From an optimization exercise on the open Yosys and OpenROAD flow, aimed at small area; shortcuts taken in it are not production practice. Function was checked by simulation only, so behaviour that the tests miss may differ from the original. Power is estimated from default activity; no workload was simulated.

$ cat flow/run.sh
#!/bin/bash
# Standard ORFS layout with small port buffers and a small clock tree.
set -o pipefail
bash standard.sh \
  ABC_AREA=1 CORE_UTILIZATION=65 PLACE_DENSITY=0.75 \
  BUFFER_PORTS_ARGS="-buffer_cell sky130_fd_sc_hd__buf_1" \
  CTS_ARGS="-sink_clustering_enable -repair_clock_nets -dont_use_dummy_load -sink_clustering_size 10 -sink_clustering_max_diameter 40 -buf_list {sky130_fd_sc_hd__clkbuf_4}" \
  finish > flow.log 2>&1
$ cat standard.sh
#!/bin/bash
# synth_recipe.tcl (not shown) runs the flow's synth.tcl, then flattens the netlist and writes it again
# the make line also repeats each setting of config.mk as NAME=value (left out here)
make -C /OpenROAD-flow-scripts/flow DESIGN_CONFIG=/design/flow/config.mk WORK_HOME=/design/flow/orfs CLKGATE_MAP_FILE= SYNTH_SCRIPT=/design/flow/synth_recipe.tcl "${@:-finish}"
$ cat config.mk
export PLATFORM = sky130hd
export DESIGN_NAME = fpga_top
export DESIGN_NICKNAME = fpga_top
export VERILOG_FILES = /design/flow/design.v
export SDC_FILE = /design/flow/constraint.sdc
export NUM_CORES = 4
export LEC_CHECK = 0
export CAP_MARGIN = 20
export CORE_MARGIN = 2
export CORE_UTILIZATION = 40
export SLEW_MARGIN = 20
$ cat constraint.sdc
create_clock -name core_clock -period 6.0 [get_ports {clk}]
set_input_delay 1.2000 -clock core_clock [delete_from_list [all_inputs] [get_ports {clk}]]
set_output_delay 1.2000 -clock core_clock [all_outputs]
set_load 0.01 [all_outputs]
$ cat design.v
module beacon_chars(k, j, hi, cy, lo, first, nfeed, wrap_n);
  input [6:0] k;
  wire [6:0] k;
  input [4:0] j;
  wire [4:0] j;
  input [4:0] hi;
  wire [4:0] hi;
  input cy;
  wire cy;
  input [12:0] lo;
  wire [12:0] lo;
  input first;
  wire first;
  output nfeed;
  wire nfeed;
  output wrap_n;
  wire wrap_n;
  wire _000_;
  wire _001_;
  wire _002_;
  wire _003_;
  wire _004_;
  wire _005_;
  wire _006_;
  wire _007_;
  wire _008_;
  wire _009_;
  wire _010_;
  wire _011_;
  wire _012_;
  wire _013_;
  wire _014_;
  wire _015_;
  wire _016_;
  wire _017_;
  wire _018_;
  wire _019_;
  wire _020_;
  wire _021_;
  wire _022_;
  wire _023_;
  wire _024_;
  wire _025_;
  wire _026_;
  wire _027_;
  wire _028_;
  wire _029_;
  wire _030_;
  wire _031_;
  wire _032_;
  wire _033_;
  wire _034_;
  wire _035_;
  wire _036_;
  wire _037_;
  wire _038_;
  wire _039_;
  wire _040_;
  wire _041_;
  wire _042_;
  wire _043_;
  wire _044_;
  wire _045_;
  wire _046_;
  wire _047_;
  wire _048_;
  wire _049_;
  wire _050_;
  wire _051_;
  wire _052_;
  wire _053_;
  wire _054_;
  wire _055_;
  wire _056_;
  wire _057_;
  wire _058_;
  wire _059_;
  wire _060_;
  wire _061_;
  wire _062_;
  wire _063_;
  wire _064_;
  wire _065_;
  wire _066_;
  wire _067_;
  wire _068_;
  wire _069_;
  wire _070_;
  wire _071_;
  wire _072_;
  wire _073_;
  wire _074_;
  wire _075_;
  wire _076_;
  wire _077_;
  wire _078_;
  wire _079_;
  wire _080_;
  wire _081_;
  wire _082_;
  wire _083_;
  wire _084_;
  wire _085_;
  wire _086_;
  wire _087_;
  wire _088_;
  wire _089_;
  wire _090_;
  wire _091_;
  wire _092_;
  wire _093_;
  wire _094_;
  wire _095_;
  wire _096_;
  wire _097_;
  wire _098_;
  wire _099_;
  wire _100_;
  wire _101_;
  wire _102_;
  wire _103_;
  wire _104_;
  wire _105_;
  wire _106_;
  wire _107_;
  wire _108_;
  wire _109_;
  wire _110_;
  wire _111_;
  wire _112_;
  wire _113_;
  wire _114_;
  wire _115_;
  wire _116_;
  wire _117_;
  wire _118_;
  wire _119_;
  wire _120_;
  wire _121_;
  wire _122_;
  wire _123_;
  wire _124_;
  wire _125_;
  wire _126_;
  wire _127_;
  wire _128_;
  wire _129_;
  wire _130_;
  wire _131_;
  wire _132_;
  wire _133_;
  wire _134_;
  wire _135_;
  wire _136_;
  wire _137_;
  wire _138_;
  wire _139_;
  wire _140_;
  wire _141_;
  wire _142_;
  wire _143_;
  wire _144_;
  wire _145_;
  wire _146_;
  wire _147_;
  wire _148_;
  wire _149_;
  wire _150_;
  wire _151_;
  wire _152_;
  wire _153_;
  wire _154_;
  wire _155_;
  wire _156_;
  wire _157_;
  wire _158_;
  wire _159_;
  wire _160_;
  wire _161_;
  wire _162_;
  wire _163_;
  wire _164_;
  wire _165_;
  wire _166_;
  wire _167_;
  wire _168_;
  wire _169_;
  wire _170_;
  wire _171_;
  wire _172_;
  wire _173_;
  wire _174_;
  wire _175_;
  wire _176_;
  wire _177_;
  wire _178_;
  wire _179_;
  wire _180_;
  wire _181_;
  wire _182_;
  wire _183_;
  wire _184_;
  wire _185_;
  wire _186_;
  wire _187_;
  wire _188_;
  wire _189_;
  wire _190_;
  wire _191_;
  wire _192_;
  wire _193_;
  wire _194_;
  wire _195_;
  wire _196_;
  wire _197_;
  wire _198_;
  wire _199_;
  wire _200_;
  wire _201_;
  wire _202_;
  wire _203_;
  wire _204_;
  wire _205_;
  wire _206_;
  wire _207_;
  wire _208_;
  wire _209_;
  wire _210_;
  wire _211_;
  wire _212_;
  wire _213_;
  wire _214_;
  wire _215_;
  wire _216_;
  wire _217_;
  wire _218_;
  wire _219_;
  wire _220_;
  wire _221_;
  wire _222_;
  wire _223_;
  wire _224_;
  wire _225_;
  wire _226_;
  wire _227_;
  wire _228_;
  wire _229_;
  wire _230_;
  wire _231_;
  wire _232_;
  wire _233_;
  wire _234_;
  wire _235_;
  wire _236_;
  wire _237_;
  wire _238_;
  wire _239_;
  wire _240_;
  wire _241_;
  wire _242_;
  wire _243_;
  wire _244_;
  wire _245_;
  wire _246_;
  wire _247_;
  wire _248_;
  wire _249_;
  wire _250_;
  wire _251_;
  wire _252_;
  wire _253_;
  wire _254_;
  wire _255_;
  wire _256_;
  wire _257_;
  wire _258_;
  wire _259_;
  wire _260_;
  wire _261_;
  wire _262_;
  wire _263_;
  wire _264_;
  wire _265_;
  wire _266_;
  wire _267_;
  wire _268_;
  wire _269_;
  wire _270_;
  wire _271_;
  wire _272_;
  wire _273_;
  wire _274_;
  wire _275_;
  wire _276_;
  wire _277_;
  wire _278_;
  wire _279_;
  wire _280_;
  wire _281_;
  wire _282_;
  wire _283_;
  wire _284_;
  wire _285_;
  wire _286_;
  wire _287_;
  wire _288_;
  wire _289_;
  wire _290_;
  wire _291_;
  wire _292_;
  wire _293_;
  wire _294_;
  wire _295_;
  wire _296_;
  wire _297_;
  wire _298_;
  wire _299_;
  wire _300_;
  wire _301_;
  wire _302_;
  wire _303_;
  wire _304_;
  wire _305_;
  wire _306_;
  wire _307_;
  wire _308_;
  wire _309_;
  wire _310_;
  wire _311_;
  wire _312_;
  wire _313_;
  assign _249_ = 4'h2 >> { k[0], k[1] };
  assign _250_ = 4'h4 >> { k[0], k[1] };
  assign _251_ = 4'h1 >> { _250_, _249_ };
  assign _252_ = 4'h4 >> { _251_, k[3] };
  assign _253_ = 4'h2 >> { k[5], k[2] };
  assign _254_ = 4'h8 >> k[5:4];
  assign _255_ = 4'h8 >> { _254_, _249_ };
  assign _256_ = 4'h1 >> { _255_, _253_ };
  assign _257_ = 4'h2 >> { k[5], k[1] };
  assign _258_ = 4'h8 >> { _257_, k[0] };
  assign _259_ = 4'h4 >> { k[0], k[3] };
  assign _260_ = 4'h1 >> k[5:4];
  assign _261_ = 4'h4 >> { _260_, _259_ };
  assign _262_ = 4'h1 >> { _261_, _258_ };
  assign _263_ = 4'h8 >> { _262_, _256_ };
  assign _264_ = 4'h4 >> { _263_, _252_ };
  assign _265_ = 4'h2 >> { k[3], k[4] };
  assign _266_ = 4'h8 >> { k[5], k[2] };
  assign _267_ = 4'h4 >> { _266_, _265_ };
  assign _268_ = 4'h8 >> { k[2], k[3] };
  assign _269_ = 4'h4 >> { k[0], k[4] };
  assign _270_ = 4'h2 >> { _269_, _268_ };
  assign _271_ = 4'h1 >> { k[3], k[4] };
  assign _272_ = 4'h4 >> { _271_, k[2] };
  assign _273_ = 4'h4 >> { _272_, k[5] };
  assign _274_ = 4'h1 >> { _273_, _270_ };
  assign _275_ = 4'h1 >> { _274_, _255_ };
  assign _276_ = 4'h2 >> { _275_, _267_ };
  assign _277_ = 4'h2 >> { k[2], k[4] };
  assign _278_ = 4'h8 >> { k[5], k[3] };
  assign _279_ = 4'h8 >> { _278_, _250_ };
  assign _280_ = 4'h8 >> { k[5], k[1] };
  assign _281_ = 4'h8 >> { _280_, _259_ };
  assign _282_ = 4'h1 >> { _281_, _279_ };
  assign _283_ = 4'h1 >> { _282_, _277_ };
  assign _284_ = 4'h4 >> { _265_, k[5] };
  assign _285_ = 4'h1 >> { k[0], k[3] };
  assign _286_ = 4'h8 >> { _285_, _277_ };
  assign _287_ = 4'h1 >> { _286_, k[6] };
  assign _288_ = 4'h4 >> { _287_, _284_ };
  assign _289_ = 4'h4 >> { _288_, _283_ };
  assign _290_ = 4'h4 >> { _289_, _276_ };
  assign _291_ = 4'h1 >> { k[1], k[2] };
  assign _292_ = 4'h2 >> { _291_, k[3] };
  assign _293_ = 4'h8 >> { _292_, _260_ };
  assign _294_ = 4'h2 >> { _293_, _290_ };
  assign _295_ = 4'h2 >> { k[5], k[6] };
  assign _296_ = 4'h4 >> { _295_, k[3] };
  assign _297_ = 4'h4 >> { k[1], k[2] };
  assign _298_ = 4'h4 >> { _297_, k[0] };
  assign _299_ = 4'h2 >> { _297_, k[0] };
  assign _300_ = 4'h1 >> { _299_, _298_ };
  assign _301_ = 4'h4 >> { k[1], k[4] };
  assign _302_ = 4'h2 >> { _301_, _300_ };
  assign _303_ = 4'h8 >> { _302_, _296_ };
  assign _304_ = 4'h1 >> { _303_, _294_ };
  assign _305_ = 4'h2 >> { _304_, _264_ };
  assign _306_ = 4'h8 >> { k[5], k[6] };
  assign _307_ = 4'h4 >> { _306_, _272_ };
  assign _308_ = 4'h8 >> { k[1], k[2] };
  assign _309_ = 4'h1 >> { _308_, _291_ };
  assign _310_ = 4'h4 >> { _309_, k[3] };
  assign _311_ = 4'h8 >> { k[0], k[3] };
  assign _312_ = 4'h8 >> { _311_, k[2] };
  assign _313_ = 4'h1 >> { _312_, _249_ };
  assign _000_ = 4'h1 >> { _313_, k[4] };
  assign _001_ = 4'h1 >> { _000_, _310_ };
  assign _002_ = 4'h2 >> { _001_, _295_ };
  assign _003_ = 4'h1 >> { _002_, j[0] };
  assign _004_ = 4'h8 >> { _002_, j[0] };
  assign _005_ = 4'h1 >> { _004_, _003_ };
  assign _006_ = 4'h1 >> { _005_, _307_ };
  assign _007_ = 4'h1 >> { _006_, _305_ };
  assign _008_ = 4'h8 >> { cy, hi[0] };
  assign _009_ = 4'h8 >> { _008_, hi[1] };
  assign _010_ = 4'h1 >> { cy, hi[0] };
  assign _011_ = 4'h4 >> { _010_, hi[1] };
  assign _012_ = 4'h1 >> { _011_, _009_ };
  assign _013_ = 4'h1 >> { _012_, _307_ };
  assign _014_ = 4'h4 >> { _290_, _260_ };
  assign _015_ = 4'h4 >> { _014_, _264_ };
  assign _016_ = 4'h1 >> { _010_, _008_ };
  assign _017_ = 4'h4 >> { _016_, _303_ };
  assign _018_ = 4'h4 >> { _017_, _015_ };
  assign _019_ = 4'h1 >> { _018_, _013_ };
  assign _020_ = 4'h4 >> { _006_, _304_ };
  assign _021_ = 4'h2 >> { _020_, _019_ };
  assign _022_ = 4'h4 >> { _021_, _007_ };
  assign _023_ = 4'h4 >> { k[2], k[4] };
  assign _024_ = 4'h1 >> { _023_, _277_ };
  assign _025_ = 4'h2 >> { _024_, _257_ };
  assign _026_ = 4'h2 >> { _023_, k[5] };
  assign _027_ = 4'h1 >> { _026_, _025_ };
  assign _028_ = 4'h4 >> { _291_, k[3] };
  assign _029_ = 4'h4 >> { _028_, _286_ };
  assign _030_ = 4'h8 >> { _029_, _027_ };
  assign _031_ = 4'h8 >> { _254_, _252_ };
  assign _032_ = 4'h8 >> { _031_, _300_ };
  assign _033_ = 4'h2 >> { _251_, k[5] };
  assign _034_ = 4'h1 >> { _277_, k[3] };
  assign _035_ = 4'h8 >> { _034_, _033_ };
  assign _036_ = 4'h1 >> { _035_, _032_ };
  assign _037_ = 4'h4 >> { _036_, _030_ };
  assign _038_ = 4'h8 >> { k[3], k[4] };
  assign _039_ = 4'h1 >> { _038_, _271_ };
  assign _040_ = 4'h1 >> { _277_, k[1] };
  assign _041_ = 4'h8 >> { _040_, _039_ };
  assign _042_ = 4'h1 >> { _041_, k[1] };
  assign _043_ = 4'h4 >> { _042_, _294_ };
  assign _044_ = 4'h1 >> { k[0], k[1] };
  assign _045_ = 4'h1 >> { _044_, _271_ };
  assign _046_ = 4'h4 >> { k[2], k[6] };
  assign _047_ = 4'h2 >> { _046_, _251_ };
  assign _048_ = 4'h4 >> { _047_, _045_ };
  assign _049_ = 4'h8 >> { _039_, _249_ };
  assign _050_ = 4'h2 >> { k[1], k[4] };
  assign _051_ = 4'h1 >> { _050_, _301_ };
  assign _052_ = 4'h2 >> { _265_, _253_ };
  assign _053_ = 4'h8 >> { _052_, _051_ };
  assign _054_ = 4'h1 >> { _053_, _049_ };
  assign _055_ = 4'h4 >> { _054_, _048_ };
  assign _056_ = 4'h4 >> { _055_, _043_ };
  assign _057_ = 4'h1 >> { _056_, _023_ };
  assign _058_ = 4'h2 >> { k[5], k[3] };
  assign _059_ = 4'h4 >> { _058_, _057_ };
  assign _060_ = 4'h4 >> { _278_, k[4] };
  assign _061_ = 4'h4 >> { _060_, _309_ };
  assign _062_ = 4'h4 >> { _044_, k[5] };
  assign _063_ = 4'h8 >> { _062_, _268_ };
  assign _064_ = 4'h2 >> { _063_, k[6] };
  assign _065_ = 4'h1 >> { _064_, _061_ };
  assign _066_ = 4'h4 >> { _065_, _059_ };
  assign _067_ = 4'h8 >> { _302_, _257_ };
  assign _068_ = 4'h2 >> { _291_, k[4] };
  assign _069_ = 4'h2 >> { _068_, _062_ };
  assign _070_ = 4'h8 >> { _291_, _260_ };
  assign _071_ = 4'h8 >> { _272_, _251_ };
  assign _072_ = 4'h1 >> { _071_, _070_ };
  assign _073_ = 4'h4 >> { _072_, _069_ };
  assign _074_ = 4'h4 >> { _073_, _067_ };
  assign _075_ = 4'h2 >> { _303_, k[6] };
  assign _076_ = 4'h4 >> { _075_, _074_ };
  assign _077_ = 4'h1 >> { k[5], k[6] };
  assign _078_ = 4'h1 >> { _077_, k[4] };
  assign _079_ = 4'h8 >> { _078_, _028_ };
  assign _080_ = 4'h1 >> { _278_, k[6] };
  assign _081_ = 4'h2 >> { _080_, _297_ };
  assign _082_ = 4'h1 >> { _081_, _307_ };
  assign _083_ = 4'h4 >> { _082_, _079_ };
  assign _084_ = 4'h8 >> { _083_, _056_ };
  assign _085_ = 4'h1 >> { _084_, _076_ };
  assign _086_ = 4'h2 >> { k[0], k[6] };
  assign _087_ = 4'h4 >> { k[0], k[6] };
  assign _088_ = 4'h1 >> { _087_, _086_ };
  assign _089_ = 4'h1 >> { _088_, _023_ };
  assign _090_ = 4'h4 >> { _089_, _085_ };
  assign _091_ = 4'h1 >> { _090_, _066_ };
  assign _092_ = 4'h2 >> { _091_, _037_ };
  assign _093_ = 4'h8 >> { _268_, k[1] };
  assign _094_ = 4'h2 >> { _277_, _251_ };
  assign _095_ = 4'h4 >> { _094_, _093_ };
  assign _096_ = 4'h2 >> { _095_, _274_ };
  assign _097_ = 4'h1 >> { _096_, _066_ };
  assign _098_ = 4'h1 >> { _062_, _033_ };
  assign _099_ = 4'h1 >> { _098_, _294_ };
  assign _100_ = 4'h4 >> { _269_, k[5] };
  assign _101_ = 4'h8 >> { _100_, _001_ };
  assign _102_ = 4'h1 >> { _041_, k[6] };
  assign _103_ = 4'h8 >> { _038_, _258_ };
  assign _104_ = 4'h8 >> { _078_, _044_ };
  assign _105_ = 4'h1 >> { _104_, _103_ };
  assign _106_ = 4'h8 >> { _105_, _102_ };
  assign _107_ = 4'h4 >> { _106_, _101_ };
  assign _108_ = 4'h4 >> { _107_, _099_ };
  assign _109_ = 4'h1 >> { _108_, _097_ };
  assign _110_ = 4'h8 >> { k[0], k[1] };
  assign _111_ = 4'h1 >> { _110_, _265_ };
  assign _112_ = 4'h8 >> { _110_, _265_ };
  assign _113_ = 4'h1 >> { _112_, _111_ };
  assign _114_ = 4'h2 >> { _113_, _109_ };
  assign _115_ = 4'h2 >> { _109_, _039_ };
  assign _116_ = 4'h2 >> { _115_, _295_ };
  assign _117_ = 4'h4 >> { _116_, _114_ };
  assign _118_ = 4'h1 >> { _117_, _092_ };
  assign _119_ = 4'h4 >> { _033_, k[2] };
  assign _120_ = 4'h8 >> { _058_, _301_ };
  assign _121_ = 4'h1 >> { _120_, _284_ };
  assign _122_ = 4'h4 >> { _121_, _119_ };
  assign _123_ = 4'h4 >> { _291_, k[5] };
  assign _124_ = 4'h1 >> { _038_, _311_ };
  assign _125_ = 4'h2 >> { _124_, _123_ };
  assign _126_ = 4'h1 >> { _125_, _012_ };
  assign _127_ = 4'h8 >> { _126_, _122_ };
  assign _128_ = 4'h1 >> { _127_, _118_ };
  assign _129_ = 4'h1 >> { _025_, _266_ };
  assign _130_ = 4'h8 >> { _051_, _311_ };
  assign _131_ = 4'h4 >> { _130_, _129_ };
  assign _132_ = 4'h1 >> { _131_, k[6] };
  assign _133_ = 4'h8 >> { _132_, _122_ };
  assign _134_ = 4'h8 >> { _013_, j[0] };
  assign _135_ = 4'h4 >> { _134_, _133_ };
  assign _136_ = 4'h4 >> { _135_, _128_ };
  assign _137_ = 4'h1 >> { _136_, _022_ };
  assign _138_ = 4'h1 >> { _137_, j[2] };
  assign _139_ = 4'h4 >> { _118_, j[2] };
  assign _140_ = 4'h1 >> { _012_, j[0] };
  assign _141_ = 4'h4 >> { _140_, _139_ };
  assign _142_ = 4'h2 >> { _141_, j[1] };
  assign _143_ = 4'h4 >> { _142_, _138_ };
  assign _144_ = 4'h8 >> { _109_, _049_ };
  assign _145_ = 4'h1 >> { _122_, _037_ };
  assign _146_ = 4'h2 >> { _145_, _064_ };
  assign _147_ = 4'h1 >> { _146_, _014_ };
  assign _148_ = 4'h1 >> { _147_, _101_ };
  assign _149_ = 4'h1 >> { _148_, _144_ };
  assign _150_ = 4'h1 >> { _149_, _016_ };
  assign _151_ = 4'h8 >> { _132_, _027_ };
  assign _152_ = 4'h4 >> { _151_, _148_ };
  assign _153_ = 4'h1 >> { _152_, _150_ };
  assign _154_ = 4'h8 >> { _046_, _271_ };
  assign _155_ = 4'h8 >> { _070_, k[3] };
  assign _156_ = 4'h1 >> { _155_, _154_ };
  assign _157_ = 4'h4 >> { _156_, _153_ };
  assign _158_ = 4'h8 >> { _019_, j[0] };
  assign _159_ = 4'h4 >> { _158_, _157_ };
  assign _160_ = 4'h1 >> { _311_, _285_ };
  assign _161_ = 4'h2 >> { _160_, k[1] };
  assign _162_ = 4'h8 >> { _161_, _148_ };
  assign _163_ = 4'h4 >> { _162_, _109_ };
  assign _164_ = 4'h1 >> { _123_, _110_ };
  assign _165_ = 4'h2 >> { _164_, _265_ };
  assign _166_ = 4'h2 >> { _311_, _253_ };
  assign _167_ = 4'h4 >> { _166_, _251_ };
  assign _168_ = 4'h8 >> { _044_, _267_ };
  assign _169_ = 4'h8 >> { _093_, _260_ };
  assign _170_ = 4'h1 >> { _169_, _168_ };
  assign _171_ = 4'h4 >> { _170_, _167_ };
  assign _172_ = 4'h4 >> { _171_, _165_ };
  assign _173_ = 4'h1 >> { _172_, k[6] };
  assign _174_ = 4'h4 >> { _126_, _079_ };
  assign _175_ = 4'h4 >> { _174_, _173_ };
  assign _176_ = 4'h4 >> { _175_, _144_ };
  assign _177_ = 4'h4 >> { _176_, _163_ };
  assign _178_ = 4'h1 >> { _085_, _015_ };
  assign _179_ = 4'h2 >> { _178_, _019_ };
  assign _180_ = 4'h1 >> { _179_, j[0] };
  assign _181_ = 4'h4 >> { _180_, _177_ };
  assign _182_ = 4'h1 >> { _060_, _281_ };
  assign _183_ = 4'h1 >> { _182_, k[2] };
  assign _184_ = 4'h1 >> { _183_, _109_ };
  assign _185_ = 4'h2 >> { _184_, _134_ };
  assign _186_ = 4'h4 >> { _250_, j[0] };
  assign _187_ = 4'h8 >> { _186_, _296_ };
  assign _188_ = 4'h1 >> j[2:1];
  assign _189_ = 4'h4 >> { _188_, _187_ };
  assign _190_ = 4'h4 >> { _189_, _185_ };
  assign _191_ = 4'h4 >> { _190_, _181_ };
  assign _192_ = 4'h4 >> { _191_, _159_ };
  assign _193_ = 4'h8 >> { j[2], j[0] };
  assign _194_ = 4'h8 >> { _009_, hi[2] };
  assign _195_ = 4'h2 >> { _010_, hi[1] };
  assign _196_ = 4'h1 >> { _195_, hi[2] };
  assign _197_ = 4'h1 >> { _196_, _194_ };
  assign _198_ = 4'h4 >> { _197_, _193_ };
  assign _199_ = 4'h4 >> { _030_, k[0] };
  assign _200_ = 4'h2 >> { _028_, _254_ };
  assign _201_ = 4'h2 >> { _200_, _132_ };
  assign _202_ = 4'h4 >> { _201_, _199_ };
  assign _203_ = 4'h1 >> { _202_, j[1] };
  assign _204_ = 4'h1 >> { _203_, j[0] };
  assign _205_ = 4'h2 >> { _012_, j[2] };
  assign _206_ = 4'h4 >> { _205_, _197_ };
  assign _207_ = 4'h4 >> { _206_, _204_ };
  assign _208_ = 4'h1 >> { _207_, _198_ };
  assign _209_ = 4'h4 >> { _208_, _192_ };
  assign _210_ = 4'h4 >> { _209_, _143_ };
  assign _211_ = 4'h1 >> { _194_, hi[4] };
  assign _212_ = 4'h8 >> { lo[3], lo[4] };
  assign _213_ = 4'h8 >> lo[1:0];
  assign _214_ = 4'h8 >> { _213_, lo[2] };
  assign _215_ = 4'h8 >> { _214_, _212_ };
  assign _216_ = 4'h1 >> { _215_, lo[5] };
  assign _217_ = 4'h2 >> { _216_, lo[6] };
  assign _218_ = 4'h1 >> { _217_, lo[7] };
  assign _219_ = 4'h2 >> { _218_, lo[8] };
  assign _220_ = 4'h1 >> { lo[9], lo[10] };
  assign _221_ = 4'h4 >> { _220_, _219_ };
  assign _222_ = 4'h8 >> lo[12:11];
  assign _223_ = 4'h4 >> { _222_, _221_ };
  assign _224_ = 4'h4 >> { _016_, hi[2] };
  assign _225_ = 4'h4 >> { hi[1], first };
  assign _226_ = 4'h8 >> { _225_, _224_ };
  assign _227_ = 4'h4 >> { _226_, _223_ };
  assign _228_ = 4'h1 >> { _227_, _194_ };
  assign _229_ = 4'h2 >> { _228_, hi[3] };
  assign _230_ = 4'h1 >> { _229_, _211_ };
  assign _231_ = 4'h8 >> { _193_, j[1] };
  assign _232_ = 4'h1 >> { _231_, j[3] };
  assign _233_ = 4'h2 >> hi[4:3];
  assign _234_ = 4'h1 >> { _233_, j[4] };
  assign _235_ = 4'h4 >> { _234_, _232_ };
  assign _236_ = 4'h4 >> { _235_, _230_ };
  assign nfeed = 4'h4 >> { _236_, _210_ };
  assign _237_ = 4'h1 >> { _213_, lo[2] };
  assign _238_ = 4'h2 >> { _237_, _212_ };
  assign _239_ = 4'h1 >> lo[7:6];
  assign _240_ = 4'h4 >> { _239_, lo[5] };
  assign _241_ = 4'h4 >> { _240_, _238_ };
  assign _242_ = 4'h2 >> { _241_, lo[8] };
  assign _243_ = 4'h1 >> { _242_, lo[9] };
  assign _244_ = 4'h2 >> { _243_, lo[10] };
  assign _245_ = 4'h1 >> lo[12:11];
  assign _246_ = 4'h8 >> { _245_, _224_ };
  assign _247_ = 4'h4 >> { _246_, _244_ };
  assign _248_ = 4'h8 >> { _233_, _197_ };
  assign wrap_n = 4'h4 >> { _248_, _247_ };
endmodule
module beacon_engine (
    input  clk,
    input  rst_n,
    output nfeed,      
    output reg ld,     
    output reg hold,   
    output reg en      
);
reg  [8:0] w;               
reg  [4:0] j;               
reg  [12:0] lo;
reg  [4:0] hi;
reg        cy;
reg        first;           
reg        sw;              
reg        adv;             
reg        wrap;            
wire last = (w == 9'd1);
wire tk = ld;               
wire wrap_n;
reg  [17:0] op;
always @(*) begin
  if (sw) op = 18'd390;
  else if (adv) op = wrap ? 18'h2_028D : 18'h3_892E;
  else if (tk) op = 18'h3_692E;
  else op = 18'd0;
end
wire [13:0] c;
wire [12:0] lo_n;
assign c[0] = 1'b0;
genvar i;
generate for (i = 0; i < 13; i = i + 1) begin : g_add
  assign lo_n[i] = lo[i] ^ op[i] ^ c[i];
  assign c[i+1] = (lo[i] & op[i]) | (c[i] & (lo[i] ^ op[i]));
end endgenerate
wire [5:0] ch_;
wire [4:0] hi_n;
assign ch_[0] = cy;
generate for (i = 0; i < 5; i = i + 1) begin : g_add_hi
  assign hi_n[i] = hi[i] ^ op[13+i] ^ ch_[i];
  assign ch_[i+1] = (hi[i] & op[13+i]) | (ch_[i] & (hi[i] ^ op[13+i]));
end endgenerate
always @(posedge clk or negedge rst_n)
  if (!rst_n) begin
    w <= 9'd151; j <= 5'd25; lo <= 13'h0B3D; hi <= 5'h1B; cy <= 1'b0;
    first <= 1'b1; en <= 1'b0; sw <= 1'b0; adv <= 1'b0; wrap <= 1'b0;
    ld <= 1'b0; hold <= 1'b1;
  end else begin
    if (tk) begin
      w <= (j == 5'd25) ? 9'd379 : 9'd433;
      j <= (j == 5'd25) ? 5'd7 : j + 5'd1;
    end else
      w <= w - 9'd1;
    lo <= lo_n;
    hi <= hi_n;
    cy <= c[13];
    if (w == 9'd100) sw <= 1'b1;
    else if (last) sw <= 1'b0;
    adv <= last & (j == 5'd16);
    wrap <= wrap_n;
    if (adv && wrap) first <= 1'b0;
    if (tk) en <= 1'b1;
    ld <= last;
    hold <= ~last;
  end
beacon_chars u_chars (.k(w[6:0]), .j(j), .hi(hi), .cy(cy), .lo(lo), .first(first),
    .nfeed(nfeed), .wrap_n(wrap_n));
endmodule
module fpga_top (
output tx_R19,
output tx_T11,
output tx_T10,
output tx_T12,
output tx_U12,
output tx_U13,
output tx_V13,
output tx_V12,
output tx_W13,
output tx_T14,
output tx_T15,
output tx_P14,
output tx_R14,
output tx_Y16,
output tx_Y17,
output tx_W14,
output tx_Y14,
output tx_T16,
output tx_U17,
output tx_V15,
output tx_W15,
output tx_U14,
output tx_U15,
output tx_U18,
output tx_U19,
output tx_P19,
output tx_N20,
output tx_P20,
output tx_T20,
output tx_U20,
output tx_V20,
output tx_W20,
output tx_Y18,
output tx_Y19,
output tx_V16,
output tx_W16,
output tx_R16,
output tx_R17,
output tx_T17,
output tx_R18,
output tx_V17,
output tx_V18,
output tx_W18,
output tx_W19,
output tx_N17,
output tx_P18,
output tx_P15,
output tx_P16,
output tx_T19,
output tx_G14,
output tx_C20,
output tx_B20,
output tx_B19,
output tx_A20,
output tx_E17,
output tx_D18,
output tx_D19,
output tx_D20,
output tx_E18,
output tx_E19,
output tx_F16,
output tx_F17,
output tx_M19,
output tx_M20,
output tx_M17,
output tx_M18,
output tx_L19,
output tx_L20,
output tx_K19,
output tx_J19,
output tx_L16,
output tx_L17,
output tx_K17,
output tx_K18,
output tx_H16,
output tx_H17,
output tx_J18,
output tx_H18,
output tx_F19,
output tx_F20,
output tx_G17,
output tx_G18,
output tx_J20,
output tx_H20,
output tx_G19,
output tx_G20,
output tx_H15,
output tx_G15,
output tx_K14,
output tx_J14,
output tx_N15,
output tx_N16,
output tx_L14,
output tx_L15,
output tx_M14,
output tx_M15,
output tx_K16,
output tx_J16,
output tx_J15,
input clk,
input rst_n );
wire nfeed, ld, hold, en;
beacon_engine u_eng (.clk(clk), .rst_n(rst_n), .nfeed(nfeed), .ld(ld), .hold(hold), .en(en));
reg [99:1] sh;
reg [99:1] p;
always @(posedge clk) sh <= {sh[98:1], nfeed};
always @(posedge clk) p <= (sh & {99{ld}}) | (p & {99{hold}});
assign tx_R19 = ~(p[1] & en);
assign tx_T11 = ~(p[2] & en);
assign tx_T10 = ~(p[3] & en);
assign tx_T12 = ~(p[4] & en);
assign tx_U12 = ~(p[5] & en);
assign tx_U13 = ~(p[6] & en);
assign tx_V13 = ~(p[7] & en);
assign tx_V12 = ~(p[8] & en);
assign tx_W13 = ~(p[9] & en);
assign tx_T14 = ~(p[10] & en);
assign tx_T15 = ~(p[11] & en);
assign tx_P14 = ~(p[12] & en);
assign tx_R14 = ~(p[13] & en);
assign tx_Y16 = ~(p[14] & en);
assign tx_Y17 = ~(p[15] & en);
assign tx_W14 = ~(p[16] & en);
assign tx_Y14 = ~(p[17] & en);
assign tx_T16 = ~(p[18] & en);
assign tx_U17 = ~(p[19] & en);
assign tx_V15 = ~(p[20] & en);
assign tx_W15 = ~(p[21] & en);
assign tx_U14 = ~(p[22] & en);
assign tx_U15 = ~(p[23] & en);
assign tx_U18 = ~(p[24] & en);
assign tx_U19 = ~(p[25] & en);
assign tx_P19 = ~(p[26] & en);
assign tx_N20 = ~(p[27] & en);
assign tx_P20 = ~(p[28] & en);
assign tx_T20 = ~(p[29] & en);
assign tx_U20 = ~(p[30] & en);
assign tx_V20 = ~(p[31] & en);
assign tx_W20 = ~(p[32] & en);
assign tx_Y18 = ~(p[33] & en);
assign tx_Y19 = ~(p[34] & en);
assign tx_V16 = ~(p[35] & en);
assign tx_W16 = ~(p[36] & en);
assign tx_R16 = ~(p[37] & en);
assign tx_R17 = ~(p[38] & en);
assign tx_T17 = ~(p[39] & en);
assign tx_R18 = ~(p[40] & en);
assign tx_V17 = ~(p[41] & en);
assign tx_V18 = ~(p[42] & en);
assign tx_W18 = ~(p[43] & en);
assign tx_W19 = ~(p[44] & en);
assign tx_N17 = ~(p[45] & en);
assign tx_P18 = ~(p[46] & en);
assign tx_P15 = ~(p[47] & en);
assign tx_P16 = ~(p[48] & en);
assign tx_T19 = ~(p[49] & en);
assign tx_G14 = ~(p[50] & en);
assign tx_C20 = ~(p[51] & en);
assign tx_B20 = ~(p[52] & en);
assign tx_B19 = ~(p[53] & en);
assign tx_A20 = ~(p[54] & en);
assign tx_E17 = ~(p[55] & en);
assign tx_D18 = ~(p[56] & en);
assign tx_D19 = ~(p[57] & en);
assign tx_D20 = ~(p[58] & en);
assign tx_E18 = ~(p[59] & en);
assign tx_E19 = ~(p[60] & en);
assign tx_F16 = ~(p[61] & en);
assign tx_F17 = ~(p[62] & en);
assign tx_M19 = ~(p[63] & en);
assign tx_M20 = ~(p[64] & en);
assign tx_M17 = ~(p[65] & en);
assign tx_M18 = ~(p[66] & en);
assign tx_L19 = ~(p[67] & en);
assign tx_L20 = ~(p[68] & en);
assign tx_K19 = ~(p[69] & en);
assign tx_J19 = ~(p[70] & en);
assign tx_L16 = ~(p[71] & en);
assign tx_L17 = ~(p[72] & en);
assign tx_K17 = ~(p[73] & en);
assign tx_K18 = ~(p[74] & en);
assign tx_H16 = ~(p[75] & en);
assign tx_H17 = ~(p[76] & en);
assign tx_J18 = ~(p[77] & en);
assign tx_H18 = ~(p[78] & en);
assign tx_F19 = ~(p[79] & en);
assign tx_F20 = ~(p[80] & en);
assign tx_G17 = ~(p[81] & en);
assign tx_G18 = ~(p[82] & en);
assign tx_J20 = ~(p[83] & en);
assign tx_H20 = ~(p[84] & en);
assign tx_G19 = ~(p[85] & en);
assign tx_G20 = ~(p[86] & en);
assign tx_H15 = ~(p[87] & en);
assign tx_G15 = ~(p[88] & en);
assign tx_K14 = ~(p[89] & en);
assign tx_J14 = ~(p[90] & en);
assign tx_N15 = ~(p[91] & en);
assign tx_N16 = ~(p[92] & en);
assign tx_L14 = ~(p[93] & en);
assign tx_L15 = ~(p[94] & en);
assign tx_M14 = ~(p[95] & en);
assign tx_M15 = ~(p[96] & en);
assign tx_K16 = ~(p[97] & en);
assign tx_J16 = ~(p[98] & en);
assign tx_J15 = ~(p[99] & en);
endmodule
==> results.yml <==
run_status:
  status: "timing/DRC/antenna clean"
global_routing:
  antenna_found_initial: 0
  first_global_vias: 6301
  overflow: 0
  grt_util_all_layers: 0.2644
  grt_pass1_wl_um: 30780
  grt_max_degree: 100
setup_path:
  critical_path_buf_inv_count: 6
  end_kind: "flip-flop"
  critPathLaunchType: "flip-flop"
  regToRegStartpoint: "u_eng.ld"
  crit_required_ns: 6.55
  max_stage_delay_ns: 0.59
  path_delay_family: "adder cells"
  rr_endpoint: "u_eng.lo[12]"
  path_common_cell: "fa_1"
  slowest_stage: "dfrtp_4"
  r2r_slack_ns: 0.78
  ff2ff_path_depth: 20
  crit_type: "reg2reg"
  crit_cells: 20
  crit_arrival_ns: 5.76
  path_cells: "clkinv_1 -> nand2_1 -> a21oi_1 -> fa_1 -> fa_1 -> fa_1 -> inv_1 -> ha_1 -> inv_1 -> fa_1 -> inv_1 -> ha_1 -> inv_1 -> fa_1 -> fa_1 -> inv_1 -> fa_1 -> ha_1 -> fa_1 -> ha_1"
  worst-path-max-fanout: 22
layout:
  nets: 988
  final_cell_mix: "198 x dfxtp_1, 190 x nand2_1, 99 x a22o_1, 99 x buf_1, 67 x inv_1"
  fin_util: 0.7240
  final_common_cell: "dfxtp_1"
  area_growth_syn_to_layout_pct: 7.758
  fill_cells: 952
  drive_gt1_frac: 0.08245
timing:
  tightest_slew_ns: 1.056
  finalHoldViolations: 0
  grt_setup_unrepaired: "false"
  fmax_mhz: 191.7
  slew_headroom: 0.2961
  fin_crit_ns: 5.218
  drv_slew: 0
  finalSetupViolations: 0
  finClkSkew_ns: 0.1395
  tns_ns: 0
  fin_crit_sh: 0.8696
die:
  rows: 41
  floorplan.core_area_mm2: 0.01272
  die_h_um: 118.7
  die_area_mm2: 0.01408
  floorplan.initialDensity: 0.6719
  io_pins: 101
  die_w_um: 118.7
synth:
  ys_seq_elements: 238
  netlist_instances: 854
  yosys_warnings: 2
  synthDistinctLibCells: 41
  syn_nets: 894
  synth.avg_cell_area_um2: 10.01
  synth_area_mm2: 0.008548
  seq_area_frac_synth: 0.5840
routing:
  wl_per_cell_um: 16.53
  drtIter0Drc: 437
  first_pass_iters: 5
  viasPerCell: 5.702
  dr_total_vias: 6380
  postRouteAntennaNets: 0
  wl_um: 18490
  drc_errors: 0
clocking:
  cts_setup_buffers: 0
  cts.clk_slew.worst_paths_ns: 0.11
  cts_hold_buffers: 0
  cts_tree: "done"
  cts.repair.resized: 0
  cts.sinks: 238
  htree_levels: 1
  root_buffer: "clkbuf_4"
  clkLatencyLatePin_ns: 0.66
  cts_buffers: 30
  cts_max_path_buffers: 3
placement:
  portBuffers: 100
  gp_congestion: 0.9495
  detailed_place_hpwl_um: 12610
min_path:
  hold_end: "sh[49]"
  whs_path_depth: 0
  min_from: "sh[48]"
  hold_path_class: "reg2reg"
power:
  p_per_area_mw_per_mm2: 246.0
  p_leak_uw: 0.003750
  vdd_ir_drop_max_v: 0.0001637
job:
  max_cap_viol_count: 0
## power breakdown
| group | leakage [µW] | internal, µW | switching, µW |
|---|---|---|---|
| Clock | 0.000138 | 229 | 449 |
| Combinational | 0.00156 | 0.214 | 4.80 |
| Sequential | 0.00205 | 1580 | 0 |
## cell type report
class / count / area [µm²] / area share
multi-input cells: 502 / 3090 / 0.3355
repair buffers: 103 / 399.1 / 0.04333
flip-flops and latches: 238 / 4997 / 0.5425
inverters: 73 / 281.5 / 0.03056
diodes: 1 / 2.502 / 0.0002717
well taps: 172 / 215.2 / 0.02336
clock buffers: 30 / 225.2 / 0.02445
## worst max path at each step
stage          slack (ns)           end      from
2_1_floorplan        1.43  u_eng.lo[12]  u_eng.sw
3_3_place_gp         0.92  u_eng.lo[12]  u_eng.ld
3_5_place_dp         0.77  u_eng.lo[12]  u_eng.ld
4_1_cts              0.78  u_eng.lo[12]  u_eng.ld
5_1_grt              0.44  u_eng.lo[12]  u_eng.ld
6_report             0.78  u_eng.lo[12]  u_eng.ld
## kinds of logic after synthesis
group	Yosys count	share of synthesized area
AND/OR/NAND/NOR	293	0.1442
flip-flops	238	0.5840
buffers and inverters	114	0.05445
AO/OA/AOI/OAI	167	0.1471
XOR/XNOR	4	0.004099
adder cells (fa/ha/maj)	38	0.06616
## state kept, by name (all words and copies together) (netlist names), 5 cells and up
register / count
u_eng.w: 9
u_eng.lo: 13
u_eng.j: 5
u_eng.hi: 5
p: 99
sh: 99
## per-stage QoR
step	power [µW]	cells	area [µm²]	worst slack, ns	hold WS [ns]
after floorplan	1619	854	8548	1.435	0.3319
after global placement	1624	1088	8984	0.9207	0.3328
after detailed placement	1624	1088	8984	0.7740	0.3375
after CTS	2287	1118	9209	0.7804	0.2546
after global routing	2360	1118	9209	0.4392	0.2496
final	2266	1119	9211	0.7824	0.2575
## routing by layer
layer | vias to the layer above | part of all wire | global-route usage
met4 | 0 | 0.024 | 0.09226
met2 | 188 | 0.48 | 0.4292
met5 | - | 0 | 0
li1 | 3037 | - | -
met3 | 39 | 0.051 | 0.04295
met1 | 3116 | 0.45 | 0.3610
## synthesized netlist by cell type (all sizes together)
library cell	instances	share of area
a21oi	22	0.014
a22o	99	0.10
a311oi	1	0.0010
a31oi	2	0.0015
a41oi	2	0.0020
and2	1	0.00073
buf	7	0.0066
clkbuf	34	0.015
clkinv	1	0.00044
dfrtp	18	0.053
dfstp	22	0.068
dfxtp	198	0.46
fa	12	0.028
ha	26	0.038
inv	72	0.032
nand2	197	0.089
nand3	24	0.016
nand3b	3	0.0026
nand4	6	0.0044
nor2	44	0.019
nor3	11	0.0070
nor4	4	0.0029
o2111ai	4	0.0041
o211ai	1	0.00088
o21ai	32	0.019
o311ai	1	0.0010
o31ai	3	0.0026
or2	2	0.0015
or3	1	0.00073
xnor2	3	0.0031
xor2	1	0.0010

afterwards: timing with drivers on the ports:
The results above use ideal ports. As a check the final layout listed here was re-extracted and re-timed, cells and wires unchanged.
Step 1, drivers: a clkbuf_16 drives clk and a buf_2 each remaining input, both assumed.
Step 2 also shifts input and output timing later by t, the mid clock arrival at the registers, as if the neighbouring blocks saw the same clock.
a / b / c = ideal ports / drivers / drivers and shift; a / b = the first two.
t (ns): 0.625
slack for setup (ns): 0.782 / 0.782 / 0.782
hold WS [ns]: 0.258 / 0.258 / 0.258
worst setup path at the end: register to register
After both steps this run still meets setup and hold. For this run, drivers alone change the setup slack by 0.000 ns; drivers and shift together by 0.000 ns.
